This is an optimization exercise on Yosys and OpenROAD, whose aim is small area, not a production implementation.
RTL that was checked went through simulation tests only; none was proved equivalent to the original.
The clock port is modelled as an ideal driver, which makes a skipped or thinned clock tree look cheaper than it is; a real chip needs a root buffer or a tree.
No activity file was given, so power comes from the tool's default toggle rates.

## Spi_to_pnb_top
module Spi_to_pnb_top(
inter_fpga_comms_cs,
inter_fpga_comms_sdo,
inter_fpga_comms_sck,
rst_n,
inter_fpga_comms_sdi,
payload,
pvld
);
Size: about 260 cells after synthesis, ~47 I/O pins.
Settings: LEC_CHECK=0, CAP_MARGIN=20, CORE_MARGIN=2, CORE_UTILIZATION=60, SLEW_MARGIN=20; clock period 10.0 ns.
standard.sh (not shown) runs the stock make flow with config.mk's settings and CLKGATE_MAP_FILE= SYNTH_SCRIPT=/design/flow/synth_recipe.tcl, a recipe that flattens the netlist after the stock synthesis.
==> flow/flow/run.sh <==
#!/bin/bash
# Standard ORFS layout (the standard.sh, unchanged synthesis) with:
#  - port buffers of the smallest buffer cell instead of the default pick,
#  - clock tree built from small clock buffers, without dummy load cells.
set -euo pipefail
cd "$(dirname "$0")/.."
export BUFFER_PORTS_ARGS="-buffer_cell sky130_fd_sc_hd__buf_1"
export CTS_ARGS="-sink_clustering_enable -repair_clock_nets -dont_use_dummy_load -sink_buffer_max_cap_derate 1.0 -buf_list {sky130_fd_sc_hd__clkbuf_1 sky130_fd_sc_hd__clkbuf_2 sky130_fd_sc_hd__clkbuf_4}"
bash standard.sh > flow_standard.log 2>&1
Rerun with:
--- a/flow/flow/run.sh
+++ b/flow/flow/run.sh
@@ -7,3 +7,3 @@
 export BUFFER_PORTS_ARGS="-buffer_cell sky130_fd_sc_hd__buf_1"
-export CTS_ARGS="-sink_clustering_enable -repair_clock_nets -dont_use_dummy_load -sink_buffer_max_cap_derate 1.0 -buf_list {sky130_fd_sc_hd__clkbuf_1 sky130_fd_sc_hd__clkbuf_2 sky130_fd_sc_hd__clkbuf_4}"
+export CTS_ARGS="-sink_clustering_enable -repair_clock_nets -dont_use_dummy_load -sink_clustering_size 40 -sink_clustering_max_diameter 200 -buf_list {sky130_fd_sc_hd__clkbuf_4 sky130_fd_sc_hd__clkbuf_8 sky130_fd_sc_hd__clkbuf_16}"
 bash standard.sh > flow_standard.log 2>&1
After rerunning: The new run ran to the end with no violations. Critical path depth is unchanged. Clock-buffer cell count stays the same. Final area came out higher by a little under a tenth. Wire length came out higher by a few percent. Worst setup slack gets better by 0.45 ns. Cell count is unchanged. Die area stays the same. Utilization came out higher by 4.9 points. Via count came out higher slightly. Non-clock buffer count is unchanged. Hold slack hardly moves.
Function was not checked in any run of this note: the RTL went through the layout flow alone.

========
Setup of build 41:
The RTL this note starts from:
==> flow/design.v <==
module crc_check(
input clk,
input rstn,
input start,
input in,
output done,
output crc_ok,
output idle,
output restarted
);
localparam [7:0] R_INV = 8'b1010_1000;
reg  [7:0] rem_r;
wire [7:0] rem = rem_r ^ R_INV;
localparam [5:0] C_INV = 6'b000010;
reg  [5:0] cnt_r;
wire [5:0] cnt = cnt_r ^ C_INV;
wire low_zero = (cnt[4:0] == 5'd0);
wire fb = (cnt[5] ^ cnt[4]) & ~low_zero;
always @(posedge clk)
if (start)
    rem_r <= {7'b0, in} ^ R_INV;
else
    rem_r <= ({rem[6:0], in} ^ (rem[7] ? 8'h07 : 8'h00)) ^ R_INV;
always @(posedge clk or negedge rstn)
if (~rstn)
    cnt_r <= C_INV;
else if (start)
    cnt_r <= 6'b000011 ^ C_INV;
else
    cnt_r <= {cnt[4:0], fb} ^ C_INV;
assign done      = cnt[5] & low_zero;
assign crc_ok    = (rem == 8'd0);
assign idle      = cnt_r[1];
assign restarted = cnt_r[0];
endmodule
module Protocol_analysis(
input sck,
input [40:0] pay_now_n,
input [40:0] pay_old_n,
input crc_bit,
input vld,
input rstn,
output [40:0] payload,
output pvld
);
reg live;
reg pvld_r;
wire done;
wire crc_ok;
wire idle;
wire restarted;
always @(posedge sck)
if (vld)
    live <= ~done;
always @(posedge sck or negedge rstn)
if (!rstn)
    pvld_r <= 1'b0;
else
    pvld_r <= done & crc_ok & (live | vld);
crc_check u_crc_check(
.clk(sck),
.rstn(rstn),
.start(vld),
.in(crc_bit),
.done(done),
.crc_ok(crc_ok),
.idle(idle),
.restarted(restarted)
);
assign payload = ~((pay_old_n | {41{restarted}}) & (pay_now_n | {41{idle}}));
assign pvld    = pvld_r;
endmodule
module Spi_to_pnb_trans(
output sdo
);
assign sdo = 1'b0;
endmodule
module Spi_to_pnb_rev(
input sck,
input cs,
input sdi,
output [40:0] pay_now_n,
output [40:0] pay_old_n,
output crc_bit,
output vld
);
localparam [114:0] S_INV = {{112{1'b1}}, 3'b001};
localparam [5:0]   T_INV = 6'b101010;
reg  [114:0] data_r;
reg  [5:0]   tmr_r;
reg          vld_r;
wire [114:0] s = data_r ^ S_INV;
wire [5:0]   t = tmr_r ^ T_INV;
wire full = &t;
wire [114:0] s_nx = cs ? {s[113:3], 1'b0, s[1], 2'b00}
                       : {s[113:0], sdi};
wire [5:0]   t_nx = cs ? 6'b111110
                       : {t[4:0], (t[5] ^ t[4]) | full};
always @(posedge sck) begin
    data_r <= s_nx ^ S_INV;
    tmr_r  <= t_nx ^ T_INV;
    vld_r  <= (&t_nx) && (s_nx[80:65] == 16'h55ab) && (s_nx[7:0] == 8'haa);
end
assign vld     = vld_r;
assign crc_bit = s[64];
assign pay_now_n = data_r[57:17];
assign pay_old_n = data_r[114:74];
endmodule
module Spi_to_pnb_top(
inter_fpga_comms_cs,
inter_fpga_comms_sdo,
inter_fpga_comms_sck,
rst_n,
inter_fpga_comms_sdi,
payload,
pvld
);
input inter_fpga_comms_cs, inter_fpga_comms_sdo, inter_fpga_comms_sck, rst_n;
output inter_fpga_comms_sdi;
output [40:0] payload;
output pvld;
wire [40:0] pay_now_n;
wire [40:0] pay_old_n;
wire vld;
wire crc_bit;
Spi_to_pnb_rev u_spi_to_pnb_rev(
    .sck(inter_fpga_comms_sck),
    .cs(inter_fpga_comms_cs),
    .sdi(inter_fpga_comms_sdo),
    .pay_now_n(pay_now_n),
    .pay_old_n(pay_old_n),
    .crc_bit(crc_bit),
    .vld(vld)
);
Spi_to_pnb_trans u_spi_to_pnb_trans(
    .sdo(inter_fpga_comms_sdi)
);
Protocol_analysis u_protocol_analysis(
    .sck(inter_fpga_comms_sck),
    .pay_now_n(pay_now_n),
    .pay_old_n(pay_old_n),
    .crc_bit(crc_bit),
    .vld(vld),
    .rstn(rst_n),
    .payload(payload),
    .pvld(pvld)
);
endmodule
export LEC_CHECK = 0
export CAP_MARGIN = 20
export CORE_MARGIN = 2
export CORE_UTILIZATION = 75
export SLEW_MARGIN = 20
create_clock -name core_clock -period 10.0 [get_ports {inter_fpga_comms_sck}]
==> flow/flow/run.sh <==
#!/bin/bash
# Standard ORFS layout (the standard.sh, unchanged synthesis) with:
#  - port buffers of the smallest buffer cell instead of the default pick,
#  - a clock tree of 13 clkbuf_4 leaf buffers, one per balanced k-means cluster of
#    flip-flops, under one root buffer (flow/my_cts.tcl), in place of
#    TritonCTS; the standard flow's place and route steps run unchanged.
set -euo pipefail
cd "$(dirname "$0")/.."
export BUFFER_PORTS_ARGS="-buffer_cell sky130_fd_sc_hd__buf_1"
bash standard.sh place > flow_place.log 2>&1
PLATFORM_DIR="$FLOW_HOME/platforms/sky130hd" RESULTS_DIR="$PWD/orfs/results/sky130hd/Spi_to_pnb_top/base" \
MYCTS_NLEAF=13 MYCTS_LEAF=sky130_fd_sc_hd__clkbuf_4 MYCTS_ROOT=sky130_fd_sc_hd__clkbuf_2 \
  openroad -no_init -exit flow/my_cts.tcl > flow_cts.log 2>&1
bash standard.sh finish > flow_finish.log 2>&1
==> flow/flow/my_cts.tcl <==
# Clock tree in place of TritonCTS, which always builds a 16-leaf H-tree
# here: one root clock buffer fed by the clock port, driving MYCTS_NLEAF leaf
# clock buffers (MYCTS_LEAF), each placed at the centre of a k-means cluster
# of the flip-flops and driving that cluster's clock pins.  The buffers are
# then legalised, hold is repaired, and the result is written where ORFS's
# cts step leaves it (4_1_cts.odb, 4_cts.sdc), so that the standard flow
# goes on from there.
set platform $::env(PLATFORM_DIR)
set res $::env(RESULTS_DIR)
set nleaf $::env(MYCTS_NLEAF)
set leaf_cell $::env(MYCTS_LEAF)
set root_cell $::env(MYCTS_ROOT)

read_liberty $platform/lib/sky130_fd_sc_hd__tt_025C_1v80.lib
read_db $res/3_place.odb
read_sdc $res/3_place.sdc
source $platform/setRC.tcl

set db [ord::get_db]
set block [ord::get_db_block]
set clk_port [lindex [get_property [lindex [all_clocks] 0] sources] 0]
set clk_name [get_full_name $clk_port]
set clk_net [$block findNet $clk_name]

# sinks: every instance pin on the clock net
set sinks {}
foreach it [$clk_net getITerms] {
  set inst [$it getInst]
  set bb [$inst getBBox]
  set x [expr {([$bb xMin] + [$bb xMax]) / 2.0}]
  set y [expr {([$bb yMin] + [$bb yMax]) / 2.0}]
  lappend sinks [list $it $x $y]
}
set n [llength $sinks]
puts "mycts: $n sinks, $nleaf leaves"

# k-means, seeded by splitting the sinks sorted by x then y
set sorted [lsort -real -index 1 $sinks]
set cent {}
for {set k 0} {$k < $nleaf} {incr k} {
  set i [expr {int(($k + 0.5) * $n / $nleaf)}]
  lappend cent [list [lindex $sorted $i 1] [lindex $sorted $i 2]]
}
for {set iter 0} {$iter < 50} {incr iter} {
  set sx {}; set sy {}; set sc {}
  for {set k 0} {$k < $nleaf} {incr k} { lappend sx 0.0; lappend sy 0.0; lappend sc 0 }
  set assign {}
  foreach s $sinks {
    set best -1; set bd 1e30
    for {set k 0} {$k < $nleaf} {incr k} {
      set dx [expr {[lindex $s 1] - [lindex $cent $k 0]}]
      set dy [expr {[lindex $s 2] - [lindex $cent $k 1]}]
      set d [expr {abs($dx) + abs($dy)}]
      if {$d < $bd} { set bd $d; set best $k }
    }
    lappend assign $best
    lset sx $best [expr {[lindex $sx $best] + [lindex $s 1]}]
    lset sy $best [expr {[lindex $sy $best] + [lindex $s 2]}]
    lset sc $best [expr {[lindex $sc $best] + 1}]
  }
  for {set k 0} {$k < $nleaf} {incr k} {
    if {[lindex $sc $k] > 0} {
      lset cent $k [list [expr {[lindex $sx $k] / [lindex $sc $k]}] [expr {[lindex $sy $k] / [lindex $sc $k]}]]
    }
  }
}

# Balance the clusters: assign sinks to centres in order of distance, each
# centre taking at most cap sinks, then recompute the centres.
set cap [expr {($n + $nleaf - 1) / $nleaf}]
for {set iter 0} {$iter < 10} {incr iter} {
  set pairs {}
  set i 0
  foreach s $sinks {
    for {set k 0} {$k < $nleaf} {incr k} {
      set d [expr {abs([lindex $s 1] - [lindex $cent $k 0]) + abs([lindex $s 2] - [lindex $cent $k 1])}]
      lappend pairs [list $d $i $k]
    }
    incr i
  }
  set pairs [lsort -real -index 0 $pairs]
  set assign [lrepeat $n -1]
  set sc [lrepeat $nleaf 0]
  foreach p $pairs {
    lassign $p d i k
    if {[lindex $assign $i] >= 0} { continue }
    if {[lindex $sc $k] >= $cap} { continue }
    lset assign $i $k
    lset sc $k [expr {[lindex $sc $k] + 1}]
  }
  set sx [lrepeat $nleaf 0.0]; set sy [lrepeat $nleaf 0.0]
  set i 0
  foreach s $sinks {
    set k [lindex $assign $i]
    lset sx $k [expr {[lindex $sx $k] + [lindex $s 1]}]
    lset sy $k [expr {[lindex $sy $k] + [lindex $s 2]}]
    incr i
  }
  for {set k 0} {$k < $nleaf} {incr k} {
    if {[lindex $sc $k] > 0} {
      lset cent $k [list [expr {[lindex $sx $k] / [lindex $sc $k]}] [expr {[lindex $sy $k] / [lindex $sc $k]}]]
    }
  }
}

set leaf_master [$db findMaster $leaf_cell]
set root_master [$db findMaster $root_cell]
set root_net [odb::dbNet_create $block clknet_root]
$root_net setSigType CLOCK
set root [odb::dbInst_create $block $root_master clkbuf_root]
set rx 0.0; set ry 0.0
for {set k 0} {$k < $nleaf} {incr k} {
  set rx [expr {$rx + [lindex $cent $k 0]}]
  set ry [expr {$ry + [lindex $cent $k 1]}]
}
$root setLocation [expr {int($rx / $nleaf)}] [expr {int($ry / $nleaf)}]
$root setPlacementStatus PLACED
[$root findITerm A] connect $clk_net
[$root findITerm X] connect $root_net

for {set k 0} {$k < $nleaf} {incr k} {
  if {[lindex $sc $k] == 0} { continue }
  set net [odb::dbNet_create $block clknet_leaf_$k]
  $net setSigType CLOCK
  set b [odb::dbInst_create $block $leaf_master clkbuf_leaf_$k]
  $b setLocation [expr {int([lindex $cent $k 0])}] [expr {int([lindex $cent $k 1])}]
  $b setPlacementStatus PLACED
  [$b findITerm A] connect $root_net
  [$b findITerm X] connect $net
}
set i 0
foreach s $sinks {
  set k [lindex $assign $i]
  set it [lindex $s 0]
  $it disconnect
  $it connect [$block findNet clknet_leaf_$k]
  incr i
}
for {set k 0} {$k < $nleaf} {incr k} { puts "mycts: leaf $k drives [lindex $sc $k] sinks" }

detailed_placement
check_placement -verbose
set_propagated_clock [all_clocks]
estimate_parasitics -placement
report_clock_skew
report_check_types -max_slew -max_capacitance -violators
repair_timing -hold -hold_margin 0
detailed_placement
check_placement -verbose
estimate_parasitics -placement
report_worst_slack -min
report_worst_slack -max
# worst clock-pin slew of the flip-flops
set worst 0
foreach pin [get_pins -of_objects [get_nets clknet_leaf_*]] {
  if {[get_property $pin direction] != "input"} { continue }
  set s [get_property $pin slew_max]
  if {$s > $worst} { set worst $s }
}
puts "mycts: worst sink slew $worst"
write_db $res/4_1_cts.odb
write_sdc $res/4_cts.sdc
Per the final summary, build 41 finished and its layout is clean on timing, DRC and antenna.
[inputs] build 52 vs build 41
diff --git a/flow/flow/run.sh b/flow/flow/run.sh
--- a/flow/flow/run.sh
+++ b/flow/flow/run.sh
@@ -4 +4 @@
-#  - a clock tree of 13 clkbuf_4 leaf buffers, one per balanced k-means cluster of
+#  - a clock tree of 14 clkbuf_4 leaf buffers, one per k-means cluster of
@@ -12 +12 @@
-MYCTS_NLEAF=13 MYCTS_LEAF=sky130_fd_sc_hd__clkbuf_4 MYCTS_ROOT=sky130_fd_sc_hd__clkbuf_2 \
+MYCTS_NLEAF=14 MYCTS_LEAF=sky130_fd_sc_hd__clkbuf_4 MYCTS_ROOT=sky130_fd_sc_hd__clkbuf_2 \
diff --git a/flow/flow/my_cts.tcl b/flow/flow/my_cts.tcl
--- a/flow/flow/my_cts.tcl
+++ b/flow/flow/my_cts.tcl
@@ -68,38 +67,0 @@
-# Balance the clusters: assign sinks to centres in order of distance, each
-# centre taking at most cap sinks, then recompute the centres.
-set cap [expr {($n + $nleaf - 1) / $nleaf}]
-for {set iter 0} {$iter < 10} {incr iter} {
-  set pairs {}
-  set i 0
-  foreach s $sinks {
-    for {set k 0} {$k < $nleaf} {incr k} {
-      set d [expr {abs([lindex $s 1] - [lindex $cent $k 0]) + abs([lindex $s 2] - [lindex $cent $k 1])}]
-      lappend pairs [list $d $i $k]
-    }
-    incr i
-  }
-  set pairs [lsort -real -index 0 $pairs]
-  set assign [lrepeat $n -1]
-  set sc [lrepeat $nleaf 0]
-  foreach p $pairs {
-    lassign $p d i k
-    if {[lindex $assign $i] >= 0} { continue }
-    if {[lindex $sc $k] >= $cap} { continue }
-    lset assign $i $k
-    lset sc $k [expr {[lindex $sc $k] + 1}]
-  }
-  set sx [lrepeat $nleaf 0.0]; set sy [lrepeat $nleaf 0.0]
-  set i 0
-  foreach s $sinks {
-    set k [lindex $assign $i]
-    lset sx $k [expr {[lindex $sx $k] + [lindex $s 1]}]
-    lset sy $k [expr {[lindex $sy $k] + [lindex $s 2]}]
-    incr i
-  }
-  for {set k 0} {$k < $nleaf} {incr k} {
-    if {[lindex $sc $k] > 0} {
-      lset cent $k [list [expr {[lindex $sx $k] / [lindex $sc $k]}] [expr {[lindex $sy $k] / [lindex $sc $k]}]]
-    }
-  }
-}
-
==> comparison <==
- Overall power: build 41 vs build 52 — no meaningful difference
- Of the two values seen for critical path capture point, payload[24] was produced by build 41 and payload[25] by build 52.
- Between build 52 and build 41, the difference in arrival time of the worst setup path is negligible.
- Relative to build 41, max-slew headroom at the worst pin has increased by 0.32 points in build 52.
Input changes introduced in build 19 (baseline for comparison: build 52):
diff --git a/flow/flow/run.sh b/flow/flow/run.sh
--- a/flow/flow/run.sh
+++ b/flow/flow/run.sh
@@ -4 +4 @@
-#  - a clock tree of 14 clkbuf_4 leaf buffers, one per k-means cluster of
+#  - a clock tree of 12 clkbuf_4 leaf buffers, one per balanced k-means cluster of
@@ -12 +12 @@
-MYCTS_NLEAF=14 MYCTS_LEAF=sky130_fd_sc_hd__clkbuf_4 MYCTS_ROOT=sky130_fd_sc_hd__clkbuf_2 \
+MYCTS_NLEAF=12 MYCTS_LEAF=sky130_fd_sc_hd__clkbuf_4 MYCTS_ROOT=sky130_fd_sc_hd__clkbuf_2 \
diff --git a/flow/flow/my_cts.tcl b/flow/flow/my_cts.tcl
--- a/flow/flow/my_cts.tcl
+++ b/flow/flow/my_cts.tcl
@@ -67,0 +68,38 @@
+# Balance the clusters: assign sinks to centres in order of distance, each
+# centre taking at most cap sinks, then recompute the centres.
+set cap [expr {($n + $nleaf - 1) / $nleaf}]
+for {set iter 0} {$iter < 10} {incr iter} {
+  set pairs {}
+  set i 0
+  foreach s $sinks {
+    for {set k 0} {$k < $nleaf} {incr k} {
+      set d [expr {abs([lindex $s 1] - [lindex $cent $k 0]) + abs([lindex $s 2] - [lindex $cent $k 1])}]
+      lappend pairs [list $d $i $k]
+    }
+    incr i
+  }
+  set pairs [lsort -real -index 0 $pairs]
+  set assign [lrepeat $n -1]
+  set sc [lrepeat $nleaf 0]
+  foreach p $pairs {
+    lassign $p d i k
+    if {[lindex $assign $i] >= 0} { continue }
+    if {[lindex $sc $k] >= $cap} { continue }
+    lset assign $i $k
+    lset sc $k [expr {[lindex $sc $k] + 1}]
+  }
+  set sx [lrepeat $nleaf 0.0]; set sy [lrepeat $nleaf 0.0]
+  set i 0
+  foreach s $sinks {
+    set k [lindex $assign $i]
+    lset sx $k [expr {[lindex $sx $k] + [lindex $s 1]}]
+    lset sy $k [expr {[lindex $sy $k] + [lindex $s 2]}]
+    incr i
+  }
+  for {set k 0} {$k < $nleaf} {incr k} {
+    if {[lindex $sc $k] > 0} {
+      lset cent $k [list [expr {[lindex $sx $k] / [lindex $sc $k]}] [expr {[lindex $sy $k] / [lindex $sc $k]}]]
+    }
+  }
+}
+
--- outcome ---
Build 19 vs build 52 — count of vias placed by the detailed router dropped 16.
Between build 19 and build 52, worst setup slack is lower for build 52, build 19 comes in above that.
Build 19 vs build 52, post-route total power went down by 0.0000078 W.
[compare] base=build 52 new=build 19: final area decreased about 0.4%; wire length of the first global-routing pass shrank by 1.3%; core utilization moved down; number of enable flip-flop cells after synthesis barely changed.
Modified inputs, build 67 compared to build 19
diff --git a/flow/flow/run.sh b/flow/flow/run.sh
--- a/flow/flow/run.sh
+++ b/flow/flow/run.sh
@@ -4,3 +4,2 @@
-#  - a clock tree of 12 clkbuf_4 leaf buffers, one per balanced k-means cluster of
-#    flip-flops, under one root buffer (flow/my_cts.tcl), in place of
-#    TritonCTS; the standard flow's place and route steps run unchanged.
+#  - a clock tree of a few leaf buffers, one per k-means cluster of
+#    flip-flops (flow/my_cts.tcl), in place of TritonCTS.
@@ -12 +11 @@
-MYCTS_NLEAF=12 MYCTS_LEAF=sky130_fd_sc_hd__clkbuf_4 MYCTS_ROOT=sky130_fd_sc_hd__clkbuf_2 \
+MYCTS_NLEAF=14 MYCTS_LEAF=sky130_fd_sc_hd__clkbuf_4 MYCTS_ROOT=sky130_fd_sc_hd__clkbuf_2 \
diff --git a/flow/flow/my_cts.tcl b/flow/flow/my_cts.tcl
--- a/flow/flow/my_cts.tcl
+++ b/flow/flow/my_cts.tcl
@@ -1,7 +1,3 @@
-# Clock tree in place of TritonCTS, which always builds a 16-leaf H-tree
-# here: one root clock buffer fed by the clock port, driving MYCTS_NLEAF leaf
-# clock buffers (MYCTS_LEAF), each placed at the centre of a k-means cluster
-# of the flip-flops and driving that cluster's clock pins.  The buffers are
-# then legalised, hold is repaired, and the result is written where ORFS's
-# cts step leaves it (4_1_cts.odb, 4_cts.sdc), so that the standard flow
-# goes on from there.
+# Clock tree: one root clock buffer fed by the clock port, driving NLEAF leaf
+# clock buffers, each placed at the centre of a k-means cluster of the
+# flip-flops and driving that cluster's clock pins.
@@ -68,38 +63,0 @@
-# Balance the clusters: assign sinks to centres in order of distance, each
-# centre taking at most cap sinks, then recompute the centres.
-set cap [expr {($n + $nleaf - 1) / $nleaf}]
-for {set iter 0} {$iter < 10} {incr iter} {
-  set pairs {}
-  set i 0
-  foreach s $sinks {
-    for {set k 0} {$k < $nleaf} {incr k} {
-      set d [expr {abs([lindex $s 1] - [lindex $cent $k 0]) + abs([lindex $s 2] - [lindex $cent $k 1])}]
-      lappend pairs [list $d $i $k]
-    }
-    incr i
-  }
-  set pairs [lsort -real -index 0 $pairs]
-  set assign [lrepeat $n -1]
-  set sc [lrepeat $nleaf 0]
-  foreach p $pairs {
-    lassign $p d i k
-    if {[lindex $assign $i] >= 0} { continue }
-    if {[lindex $sc $k] >= $cap} { continue }
-    lset assign $i $k
-    lset sc $k [expr {[lindex $sc $k] + 1}]
-  }
-  set sx [lrepeat $nleaf 0.0]; set sy [lrepeat $nleaf 0.0]
-  set i 0
-  foreach s $sinks {
-    set k [lindex $assign $i]
-    lset sx $k [expr {[lindex $sx $k] + [lindex $s 1]}]
-    lset sy $k [expr {[lindex $sy $k] + [lindex $s 2]}]
-    incr i
-  }
-  for {set k 0} {$k < $nleaf} {incr k} {
-    if {[lindex $sc $k] > 0} {
-      lset cent $k [list [expr {[lindex $sx $k] / [lindex $sc $k]}] [expr {[lindex $sy $k] / [lindex $sc $k]}]]
-    }
-  }
-}
-
@@ -122 +79,0 @@
-  if {[lindex $sc $k] == 0} { continue }
### Flow results
Build 67: full flow OK, the timing, design-rule and antenna checks passed
The share of total power in the clock network of build 67 exceeds that of build 19 by 0.7 points.
Against build 19, static power due to leakage in build 67 rose slightly.
Re highest achievable clock rate: build 19 was higher than build 67.
| sequential share of layout area | build 67 vs build 19 | 0.30 points lower |
Final cycle utilization of the critical path: build 67 > build 19
The per-cell via count in the routed design of build 19 and that of build 67 are within noise of each other.
In build 67, worst path setup slack after routing is lower than in build 19.
Re count of cell types in the netlist: no difference whatsoever between build 19 and build 67.
Worst setup slack after placement came out exactly the same in build 19 and build 67.
Number of inserted filler cells in the final layout: build 67 < build 19
No run of this note takes its clock network from TritonCTS; it comes from the design's own scripts or RTL.

afterwards: timing with drivers on the ports:
The results above use ideal ports. As a check the final layouts listed here were re-extracted and re-timed, cells and wires unchanged.
Step 1 (the two cells are an assumption about what drives the block):
set clk [get_ports {inter_fpga_comms_sck}]
set_driving_cell -lib_cell sky130_fd_sc_hd__clkbuf_16 $clk
set_driving_cell -lib_cell sky130_fd_sc_hd__buf_2 [delete_from_list [all_inputs] $clk]
Step 2 moves the port delays by t, midway between the first and last clock arrival at a register: inputs arrive t later, outputs are due t later. That takes back most of the time a late clock gives input paths.
Slacks: ideal ports / drivers / drivers and shift; pairs: ideal ports / drivers.
| run | shift t [ns] | setup slack, ns | pins driven straight from the clock port |
|---|---|---|---|
| the first run of note 1 | 0.949 | 5.791 / 5.758 / 6.706 | 1 |
| the second run of note 1 | 0.512 | 6.237 / 6.207 / 6.719 | 1 |
| build 41 | 0.591 | 5.975 / 5.952 / 6.542 | 1 |
| build 52 | 0.581 | 5.983 / 5.957 / 6.539 | 1 |
| build 19 | 0.577 | 6.015 / 5.989 / 6.565 | 1 |
| build 67 | 0.581 | 5.983 / 5.957 / 6.539 | 1 |
After both steps every run listed still meets setup and hold.
